Background: an optimization exercise with open tools, aiming at small area and a short achievable clock period. Do not read the settings as production practice.
Only simulation tests tie the RTL to the original design; equivalence was not proved.
No activity file was given, so power comes from the tool's default toggle rates. The clock port is modelled as an ideal driver; clocking choices that lean on that would not hold on a real chip.

== run 1 ==
## eight_pt_fft
module eight_pt_fft(a0,a1,a2,a3,a4,a5,a6,a7,clk,rst,
                    y0,yr1,yi1,yr2,yi2,yr3,yi3,y4,yr5,yi5,yr6,yi6,yr7,yi7);
Size in the first run: about 4200 cells after synthesis, ~950 flip-flops, roughly 350 I/O pins.
clock: 4.0 ns
lec_check: 0
abc_area: 1
cap_margin: 20
core_margin: 2
core_utilization: 65
cts_cluster_diameter: 50
cts_cluster_size: 24
place_density: 0.75
setup_slack_margin: 2.0
slew_margin: 20
standard.sh (not shown) runs the stock make flow with config.mk's settings and CLKGATE_MAP_FILE= SYNTH_SCRIPT=/design/flow/synth_recipe.tcl, a recipe that flattens the netlist after the stock synthesis.
==> flow/flow/run.sh <==
#!/bin/bash
# Standard layout, except: synthesis maps adders to plain gates instead of the
# platform's full/half-adder cells (ADDER_MAP_FILE left empty); ports buffered with buf_2.
# Registers, their names and cell types are the same as the standard synthesis.
set -euo pipefail
bash standard.sh ADDER_MAP_FILE= 'BUFFER_PORTS_ARGS=-buffer_cell sky130_fd_sc_hd__buf_2' finish > run_make.log 2>&1
Run 1 went all the way through the flow, and no timing, DRC or antenna check failed.
[inputs] run 2 vs run 1
Settings: an added GPL_TIMING_DRIVEN of 0; a deleted CTS_CLUSTER_SIZE that had been 24; a deleted CTS_CLUSTER_DIAMETER that had been 50.
==> flow/flow/run.sh <==
#!/bin/bash
# Standard layout, except: synthesis maps adders to plain gates instead of the
# platform's full/half-adder cells (ADDER_MAP_FILE left empty); ports buffered with buf_2; clock tree without dummy loads.
# Registers, their names and cell types are the same as the standard synthesis.
set -euo pipefail
bash standard.sh ADDER_MAP_FILE= 'BUFFER_PORTS_ARGS=-buffer_cell sky130_fd_sc_hd__buf_2' 'CTS_ARGS=-sink_clustering_enable -repair_clock_nets -sink_clustering_size 30 -sink_clustering_max_diameter 120 -dont_use_dummy_load' finish > run_make.log 2>&1
Findings:
From run 1 to run 2 the numbers moved as follows: post-CTS resize count increased 70; internal power summed over all cells decreased 2.1 mW; total non-filler cell area in the finished layout decreased about 1.5%. Comparing net switching power for run 2 and run 1, the smaller number came from run 2.
The following lists how run 3 was set up differently from run 2:
Settings: CTS_CLUSTER_DIAMETER newly set to 50; GPL_TIMING_DRIVEN removed (was 0); CTS_CLUSTER_SIZE newly set to 24.
==> flow/flow/run.sh <==
#!/bin/bash
# Standard layout, except:
# - synthesis maps adders to plain gates instead of the platform's full/half-adder
#   cells (ADDER_MAP_FILE left empty);
# - ABC's area script gets a delay target (map -D 1400) so that it recovers area on
#   paths with slack;
# - ports are buffered with buf_2.
# Registers, their names and cell types are the same as the standard synthesis.
set -euo pipefail
rm -rf scripts_mod
cp -r "$FLOW_HOME/scripts" scripts_mod
printf 'strash\ndch\nmap -D 1400 -B 0.9\ntopo\nstime -c\nbuffer -c\nupsize -c\ndnsize -c\n' > scripts_mod/abc_area.script
bash standard.sh ADDER_MAP_FILE= SCRIPTS_DIR=$PWD/scripts_mod 'BUFFER_PORTS_ARGS=-buffer_cell sky130_fd_sc_hd__buf_2' finish > run_make.log 2>&1
Number of clock buffers in the layout of run 3 exceeds that of run 2 by more than 100%.
Diff run 2 -> run 3 | maximum frequency | up by a few percent
The core of run 3 is more densely filled than that of run 2.
On wire length reported by the detailed router, run 3 does better than run 2.
The number of non-clock buffers in the layout in run 2 is 1.2 times that in run 3.
## Diff of input files: run 4 against run 3
Settings: CTS_CLUSTER_DIAMETER no longer set, was 50; CTS_CLUSTER_SIZE no longer set, was 24.
==> flow/flow/run.sh <==
#!/bin/bash
# Standard layout, except: synthesis maps adders to plain gates instead of the
# platform's full/half-adder cells (ADDER_MAP_FILE left empty); ports buffered with buf_2; clock tree without dummy loads.
# Registers, their names and cell types are the same as the standard synthesis.
set -euo pipefail
bash standard.sh ADDER_MAP_FILE= 'BUFFER_PORTS_ARGS=-buffer_cell sky130_fd_sc_hd__buf_2' 'CTS_ARGS=-sink_clustering_enable -repair_clock_nets -sink_clustering_size 32 -sink_clustering_max_diameter 60 -dont_use_dummy_load' finish > run_make.log 2>&1
## What came out
- Run 4 was carried through to the last stage, and its layout satisfied the timing, DRC and antenna checks.
- Run 3 ended up with yi3[0] as its end point of the critical path; run 4 ended up with yr5[2].
- From run 3 to run 4 the numbers moved as follows: core utilization of the finished layout went down by 2.3 points, wire length went down by about 2%.
- Re clock-buffer cell count: run 3 was higher than run 4.
Modified inputs, run 5 compared to run 4
Settings: CTS_CLUSTER_SIZE now 24, previously not set; CTS_CLUSTER_DIAMETER now 50, previously not set.
==> flow/flow/run.sh <==
#!/bin/bash
# Standard layout, except:
# - synthesis maps adders to plain gates instead of the platform's full/half-adder
#   cells (ADDER_MAP_FILE left empty);
# - ABC's area script gets a delay target (map -D 1700) so that it recovers area on
#   paths with slack;
# - ports are buffered with buf_2.
# Registers, their names and cell types are the same as the standard synthesis.
set -euo pipefail
rm -rf scripts_mod
cp -r "$FLOW_HOME/scripts" scripts_mod
printf 'strash\ndch\nmap -D 1700 -B 0.9\ntopo\nstime -c\nbuffer -c\nupsize -c\ndnsize -c\n' > scripts_mod/abc_area.script
bash standard.sh ADDER_MAP_FILE= SCRIPTS_DIR=$PWD/scripts_mod 'BUFFER_PORTS_ARGS=-buffer_cell sky130_fd_sc_hd__buf_2' finish > run_make.log 2>&1
--- outcome ---
- Diff run 4 -> run 5: worst hold slack rose 0.0073 ns, power dissipated by switching net loads moved up.
- Going from run 4 to run 5, data arrival at the endpoint of the critical path -0.02 ns, final non-filler cell area went up by 3.2%, total power rose 8.3%, switching part of the total went down, clock distribution power increased 49%.
What run 6 does differently from run 5 at the input level:
Settings: CTS_CLUSTER_SIZE: 24 -> unset; CTS_CLUSTER_DIAMETER: 50 -> unset.
==> flow/flow/run.sh <==
#!/bin/bash
# Standard layout, except: synthesis maps adders to plain gates instead of the
# platform's full/half-adder cells (ADDER_MAP_FILE left empty); ports buffered with buf_2; clock tree without dummy loads.
# Registers, their names and cell types are the same as the standard synthesis.
set -euo pipefail
bash standard.sh ADDER_MAP_FILE= 'BUFFER_PORTS_ARGS=-buffer_cell sky130_fd_sc_hd__buf_2' 'CTS_ARGS=-sink_clustering_enable -repair_clock_nets -sink_clustering_size 40 -sink_clustering_max_diameter 70 -dont_use_dummy_load' finish > run_make.log 2>&1
[summary]
Final critical-path setup slack: run 6 lower than run 5. Total power (lower): run 6. [compare] base=run 5 new=run 6: time the worst path needs with I/O delays and setup went up; area taken by multi-input logic gates stayed essentially flat; worst setup slack for register-to-register paths shrank by 0.02 ns; worst-margin pin slew has increased. Each of the runs, namely run 6 and run 5, reached the end of the flow and came out clean. Where overall routed net length is concerned, run 5 is outperformed by run 6. met1 track utilization from global routing, run 6 and run 5, lower one = run 6. Summary: with run 5 as the reference, maximum ir drop on the vdd rail in run 6 moved down by more than 10%.

[separate check: timing with driven ports]
No port has a modelled driver above. Below, the same layouts with a new extraction and two added sets of constraints. Step 1, drivers: a clkbuf_16 drives clk and a buf_2 each remaining input, both assumed. Step 2 times the ports against the registers' clock, not the clock port: input delays grow and output delays shrink by t, the midpoint of the rising clock arrivals with the driver on. Slacks: no drivers / after step 1 / after step 2; pairs: no drivers / after step 1.
run | shift t [ns] | setup WS [ns] | worst setup path after step 2 | worst data-port slew with drivers (ns) | cell pins on the clock port's net
run 1 | 0.660 | 2.076 / 2.018 / 1.645 | input to register | 0.06 | 1
run 2 | 0.643 | 2.010 / 1.949 / 1.733 | input to register | 0.06 | 1
run 3 | 0.660 | 2.076 / 2.018 / 1.645 | input to register | 0.06 | 1
run 4 | 0.665 | 2.064 / 2.005 / 1.665 | input to register | 0.06 | 1
run 5 | 0.660 | 2.076 / 2.018 / 1.645 | input to register | 0.06 | 1
run 6 | 0.645 | 2.070 / 2.013 / 1.718 | input to register | 0.06 | 1
After both steps setup and hold are still met in every run listed.
